Context: an optimization exercise on an open-source flow, tuned for small area and a short achievable clock period. The choices shown serve that exercise and are no tape-out recipe. Where RTL was checked, it was by simulation tests only, not by an equivalence proof against the original. No activity file was given, so power comes from the tool's default toggle rates.

==> v18 <==
==> flow/design.v <==
module rv32i_sc (
	input  logic        clk, rst_n,
	output logic [31:0] imem_addr,
	input  logic [31:0] imem_rdata,
	output logic [31:0] dmem_addr,
	output logic [31:0] dmem_wdata,
	output logic        dmem_we,
	input  logic [31:0] dmem_rdata,
	input  logic        SW_Src,
	input  logic [7:0]  io,
	output logic [31:0] out_read
);
logic [31:0] ins;
assign ins = imem_rdata;
logic [4:0] rs1, rs2, rd;
logic [2:0] f3;
assign rs1 = ins[19:15];
assign rs2 = ins[24:20];
assign rd  = ins[11:7];
assign f3  = ins[14:12];
logic b6, b5, b4, b3, b2;
assign {b6, b5, b4, b3, b2} = ins[6:2];
logic is_store, is_load, is_branch, is_jal, is_jalr, is_op;
assign is_store  = ~b6 &  b5 & ~b4;
assign is_load   = ~b6 & ~b5 & ~b4;
assign is_branch =  b6 & ~b2;
assign is_jal    =  b6 &  b2 &  b3;
assign is_jalr   =  b6 &  b2 & ~b3;
assign is_op     = ~b6 &  b5 &  b4 & ~b2;
logic reg_we;
assign reg_we = ~(is_store | is_branch);
logic [31:0] imm_i, imm_b, imm_j, imm_u, imm_agu, imm_pc;
assign imm_i   = {{20{ins[31]}}, ins[31:20]};
assign imm_b   = {{20{ins[31]}}, ins[7], ins[30:25], ins[11:8], 1'b0};
assign imm_j   = {{12{ins[31]}}, ins[19:12], ins[20], ins[30:21], 1'b0};
assign imm_u   = {ins[31:12], 12'h000};
assign imm_agu = {imm_i[31:5], (~b6 & b5) ? ins[11:7] : ins[24:20]};
assign imm_pc  = ~b6 ? imm_u : (b2 ? imm_j : imm_b);
logic [31:0] pc;
logic [31:0] regs [1:31];
logic [31:1] valid;
logic [31:0] wd;
logic [31:1] wsel, sel1, sel2;
always_ff @(posedge clk or negedge rst_n)
	if (~rst_n) valid <= '0;
	else        valid <= valid | wsel;
genvar gi;
generate
	for (gi = 1; gi < 32; gi++) begin : g_rf
		assign wsel[gi] = reg_we & (rd == gi);
		assign sel1[gi] = valid[gi] & (rs1 == gi);
		assign sel2[gi] = valid[gi] & (rs2 == gi);
		always_ff @(posedge clk)
			if (wsel[gi]) regs[gi] <= wd;
	end
endgenerate
logic [31:0] rd1, rd2;
always_comb begin
	rd1 = '0;
	rd2 = '0;
	for (int i = 1; i < 32; i++) begin
		rd1 = rd1 | ({32{sel1[i]}} & regs[i]);
		rd2 = rd2 | ({32{sel2[i]}} & regs[i]);
	end
end
logic [31:0] agu;
assign agu = rd1 + imm_agu;
assign dmem_addr  = SW_Src ? {24'h0, io} : agu;
assign dmem_we    = is_store;
assign dmem_wdata = f3[1] ? rd2 : (f3[0] ? {{16{rd2[15]}}, rd2[15:0]} : {{24{rd2[7]}}, rd2[7:0]});
logic [31:0] opb;
logic        sub;
assign opb = (b5 & ~b2) ? rd2 : imm_i;         
assign sub = b6 | (~f3[2] & (f3[1] | (b5 & ins[30])));
logic [32:0] diff;
assign diff = {1'b0, rd1} + {1'b0, opb ^ {32{sub}}} + {32'b0, sub};
logic ltu, lt, eq;
assign ltu = ~diff[32];
assign lt  = (rd1[31] ^ opb[31]) ? rd1[31] : diff[31];
assign eq  = (rd1 == opb);
logic [31:0] sh_in, sh_r, sh_out;
logic        fill;
logic [4:0]  shamt;
logic [31:0] t1, t2, t4, t8;
assign shamt = opb[4:0];
always_comb
	for (int i = 0; i < 32; i++) sh_in[i] = f3[2] ? rd1[i] : rd1[31 - i];
assign fill = ins[30] & f3[2] & sh_in[31];
assign t1   = shamt[0] ? {fill, sh_in[31:1]} : sh_in;
assign t2   = shamt[1] ? {{2{fill}}, t1[31:2]} : t1;
assign t4   = shamt[2] ? {{4{fill}}, t2[31:4]} : t2;
assign t8   = shamt[3] ? {{8{fill}}, t4[31:8]} : t4;
assign sh_r = shamt[4] ? {{16{fill}}, t8[31:16]} : t8;
always_comb
	for (int i = 0; i < 32; i++) sh_out[i] = f3[2] ? sh_r[i] : sh_r[31 - i];
logic [31:0] alu;
always_comb
	case (f3)
		3'b000: alu = diff[31:0];
		3'b001: alu = sh_out;
		3'b010: alu = {31'b0, lt};
		3'b011: alu = {31'b0, ltu};
		3'b100: alu = rd1 ^ opb;
		3'b101: alu = sh_out;
		3'b110: alu = rd1 | opb;
		default: alu = rd1 & opb;
	endcase
logic [31:0] pc4, pct;
assign pc4 = {pc[31:2] + 30'd1, pc[1:0]};
assign pct = pc + imm_pc;
logic taken;
assign taken = ((f3[2] ? (f3[1] ? ltu : lt) : eq) ^ f3[0]);
logic [31:0] pc_next;
always_comb
	if (is_jalr)                          pc_next = {agu[31:1], 1'b0};
	else if (is_jal | (is_branch & taken)) pc_next = pct;
	else                                   pc_next = pc4;
always_ff @(posedge clk or negedge rst_n)
	if (~rst_n) pc <= '0;
	else        pc <= pc_next;
assign imem_addr = pc;
logic [31:0] ld;
always_comb
	case (f3[1:0])
		2'b00:   ld = {{24{dmem_rdata[7] & ~f3[2]}}, dmem_rdata[7:0]};
		2'b01:   ld = {{16{dmem_rdata[15] & ~f3[2]}}, dmem_rdata[15:0]};
		default: ld = dmem_rdata;
	endcase
always_comb
	if (b6)            wd = pc4;
	else if (~b4)      wd = ld;
	else if (~b2)      wd = alu;
	else if (~b5)      wd = pct;
	else               wd = imm_u;
always_ff @(posedge clk or negedge rst_n)
	if (~rst_n)      out_read <= '0;
	else if (SW_Src) out_read <= dmem_rdata;
endmodule
==> flow/run.sh <==
#!/bin/bash
# synth_recipe.tcl (not shown) runs the flow's synth.tcl, then flattens the netlist and writes it again
# the make line also repeats each setting of config.mk as NAME=value (left out here)
make -C /OpenROAD-flow-scripts/flow DESIGN_CONFIG=/design/flow/config.mk WORK_HOME=/design/flow/orfs CLKGATE_MAP_FILE= SYNTH_SCRIPT=/design/flow/synth_recipe.tcl finish
==> flow/config.mk <==
export PLATFORM = sky130hd
export DESIGN_NAME = rv32i_sc
export DESIGN_NICKNAME = rv32i_sc
export VERILOG_FILES = /design/flow/design.v
export SDC_FILE = /design/flow/constraint.sdc
export NUM_CORES = 4
export LEC_CHECK = 0
export CAP_MARGIN = 20
export CORE_MARGIN = 2
export CORE_UTILIZATION = 30
export SLEW_MARGIN = 20
==> flow/constraint.sdc <==
create_clock -name core_clock -period 18.0 [get_ports {clk}]
set_input_delay 3.6000 -clock core_clock [delete_from_list [all_inputs] [get_ports {clk}]]
set_output_delay 3.6000 -clock core_clock [all_outputs]
set_load 0.01 [all_outputs]
==> v36 (differences from v18) <==
--- a/flow/design.v
+++ b/flow/design.v
@@ -38,5 +38,5 @@
 assign imm_pc  = ~b6 ? imm_u : (b2 ? imm_j : imm_b);
 logic [31:0] pc;
-logic [31:0] regs [1:31];
+logic [31:1][31:0] regs;
 logic [31:1] valid;
 logic [31:0] wd;
@@ -56,12 +56,6 @@
 endgenerate
 logic [31:0] rd1, rd2;
-always_comb begin
-	rd1 = '0;
-	rd2 = '0;
-	for (int i = 1; i < 32; i++) begin
-		rd1 = rd1 | ({32{sel1[i]}} & regs[i]);
-		rd2 = rd2 | ({32{sel2[i]}} & regs[i]);
-	end
-end
+rf_read rp1 (.sel(sel1), .regs(regs), .q(rd1));
+rf_read rp2 (.sel(sel2), .regs(regs), .q(rd2));
 logic [31:0] agu;
 assign agu = rd1 + imm_agu;
@@ -137,2 +131,43 @@
 	else if (SW_Src) out_read <= dmem_rdata;
 endmodule
+module rf_read (
+	input  logic [31:1]       sel,
+	input  logic [31:1][31:0] regs,
+	output logic [31:0]       q
+);
+logic [32:0] s;
+assign s = {1'b0, sel, 1'b0};
+genvar b, k;
+generate
+	for (b = 0; b < 32; b++) begin : g_bit
+		logic [32:0] d;
+		logic [10:0] n;
+		logic [2:0]  m;
+		assign d[0]  = 1'b0;
+		assign d[32] = 1'b0;
+		for (k = 1; k < 32; k++) begin : g_d
+			assign d[k] = regs[k][b];
+		end
+		for (k = 0; k < 11; k++) begin : g_aoi
+			rf_aoi222 u (.a(s[3*k]), .b(d[3*k]), .c(s[3*k+1]), .d(d[3*k+1]),
+			             .e(s[3*k+2]), .f(d[3*k+2]), .y(n[k]));
+		end
+		rf_nand4 u0 (.a(n[0]), .b(n[1]), .c(n[2]),  .d(n[3]), .y(m[0]));
+		rf_nand4 u1 (.a(n[4]), .b(n[5]), .c(n[6]),  .d(n[7]), .y(m[1]));
+		rf_nand4 u2 (.a(n[8]), .b(n[9]), .c(n[10]), .d(1'b1), .y(m[2]));
+		assign q[b] = |m;
+	end
+endgenerate
+endmodule
+module rf_aoi222 (
+	input  logic a, b, c, d, e, f,
+	output logic y
+);
+assign y = ~((a & b) | (c & d) | (e & f));
+endmodule
+module rf_nand4 (
+	input  logic a, b, c, d,
+	output logic y
+);
+assign y = ~(a & b & c & d);
+endmodule
==> flow/flow/run.sh (new file) <==
#!/bin/bash
# Standard ORFS layout with a tighter setup target for timing repair.
# Every tool's output goes to standard.log here; ORFS keeps its per-step logs under orfs/logs.
set -euo pipefail
bash standard.sh SETUP_SLACK_MARGIN=${MARGIN:-7} finish > standard.log 2>&1
==> flow/standard.sh (new file) <==
#!/bin/bash
# synth_recipe.tcl (not shown) runs the flow's synth.tcl, then flattens the netlist and writes it again
# the make line also repeats each setting of config.mk as NAME=value (left out here)
make -C /OpenROAD-flow-scripts/flow DESIGN_CONFIG=/design/flow/config.mk WORK_HOME=/design/flow/orfs CLKGATE_MAP_FILE= SYNTH_SCRIPT=/design/flow/synth_recipe.tcl "${@:-finish}"
- CORE_UTILIZATION: 30 -> 55
- SYNTH_HIERARCHICAL: unset -> 1
removed: flow/run.sh
==> v30 (differences from v18) <==
--- a/flow/design.v
+++ b/flow/design.v
@@ -38,5 +38,5 @@
 assign imm_pc  = ~b6 ? imm_u : (b2 ? imm_j : imm_b);
 logic [31:0] pc;
-logic [31:0] regs [1:31];
+logic [31:1][31:0] regs;
 logic [31:1] valid;
 logic [31:0] wd;
@@ -56,12 +56,6 @@
 endgenerate
 logic [31:0] rd1, rd2;
-always_comb begin
-	rd1 = '0;
-	rd2 = '0;
-	for (int i = 1; i < 32; i++) begin
-		rd1 = rd1 | ({32{sel1[i]}} & regs[i]);
-		rd2 = rd2 | ({32{sel2[i]}} & regs[i]);
-	end
-end
+rf_read rp1 (.sel(sel1), .regs(regs), .q(rd1));
+rf_read rp2 (.sel(sel2), .regs(regs), .q(rd2));
 logic [31:0] agu;
 assign agu = rd1 + imm_agu;
@@ -137,2 +131,43 @@
 	else if (SW_Src) out_read <= dmem_rdata;
 endmodule
+module rf_read (
+	input  logic [31:1]       sel,
+	input  logic [31:1][31:0] regs,
+	output logic [31:0]       q
+);
+logic [32:0] s;
+assign s = {1'b0, sel, 1'b0};
+genvar b, k;
+generate
+	for (b = 0; b < 32; b++) begin : g_bit
+		logic [32:0] d;
+		logic [10:0] n;
+		logic [2:0]  m;
+		assign d[0]  = 1'b0;
+		assign d[32] = 1'b0;
+		for (k = 1; k < 32; k++) begin : g_d
+			assign d[k] = regs[k][b];
+		end
+		for (k = 0; k < 11; k++) begin : g_aoi
+			rf_aoi222 u (.a(s[3*k]), .b(d[3*k]), .c(s[3*k+1]), .d(d[3*k+1]),
+			             .e(s[3*k+2]), .f(d[3*k+2]), .y(n[k]));
+		end
+		rf_nand4 u0 (.a(n[0]), .b(n[1]), .c(n[2]),  .d(n[3]), .y(m[0]));
+		rf_nand4 u1 (.a(n[4]), .b(n[5]), .c(n[6]),  .d(n[7]), .y(m[1]));
+		rf_nand4 u2 (.a(n[8]), .b(n[9]), .c(n[10]), .d(1'b1), .y(m[2]));
+		assign q[b] = |m;
+	end
+endgenerate
+endmodule
+module rf_aoi222 (
+	input  logic a, b, c, d, e, f,
+	output logic y
+);
+assign y = ~((a & b) | (c & d) | (e & f));
+endmodule
+module rf_nand4 (
+	input  logic a, b, c, d,
+	output logic y
+);
+assign y = ~(a & b & c & d);
+endmodule
- CORE_UTILIZATION: 30 -> 55
- SETUP_SLACK_MARGIN: unset -> 5
- SYNTH_HIERARCHICAL: unset -> 1
==> notes <==
Sequential cell count is the same in v36 and v30. Clock skew, highest first: v18, v30, v36. Against v18, the worst hold slack of v30 is lower by 0.0086 ns. Between v18 and v36, the lower critical path depth is in v36 (gap 1). In v36 the cell area is higher than in v30, by 6.1%. The lowest sequential share of layout area belongs to v18, the highest to v30. The highest final cell count belongs to v18, the lowest to v30. Clock-buffer cell count, lowest first: v30, v18, v36. v18 completed without violations. v36 completed with no timing, DRC or antenna violations. v30 ran to the end with no violations. Wire length, lowest first: v30, v36, v18. In sequential power, v18 and v30 hardly differ. Between v18 and v30, the lower synthesized cell count is in v30 (gap 31%, measured against v30).
For v36 and v30, only the layout was checked, not whether the RTL still works.

[re-timing with driven ports]
In the flow no input, the clock included, has a driving cell. The finished layouts below were timed again as built, in two steps.
Step 1 assumes that a clkbuf_16 drives the clock port and a buf_2 every other input.
Step 2 moves the port delays by t, midway between the first and last clock arrival at a register: inputs arrive t later, outputs are due t later. That takes back most of the time a late clock gives input paths.
Three values: ideal ports, drivers, drivers and shift; two values: the first two.
run | t, ns | slack for setup (ns) | worst slew at a driven data input, ns
v18 | 0.839 | 2.349 / 2.327 / 2.327 | 0.09
v36 | 0.787 | 5.581 / 5.528 / 5.528 | 0.15
v30 | 0.789 | 4.751 / 4.724 / 4.724 | 0.08
After both steps setup and hold are still met in every run listed. For v36, which loses most, drivers alone change the setup slack by -0.053 ns; drivers and shift together by -0.053 ns.
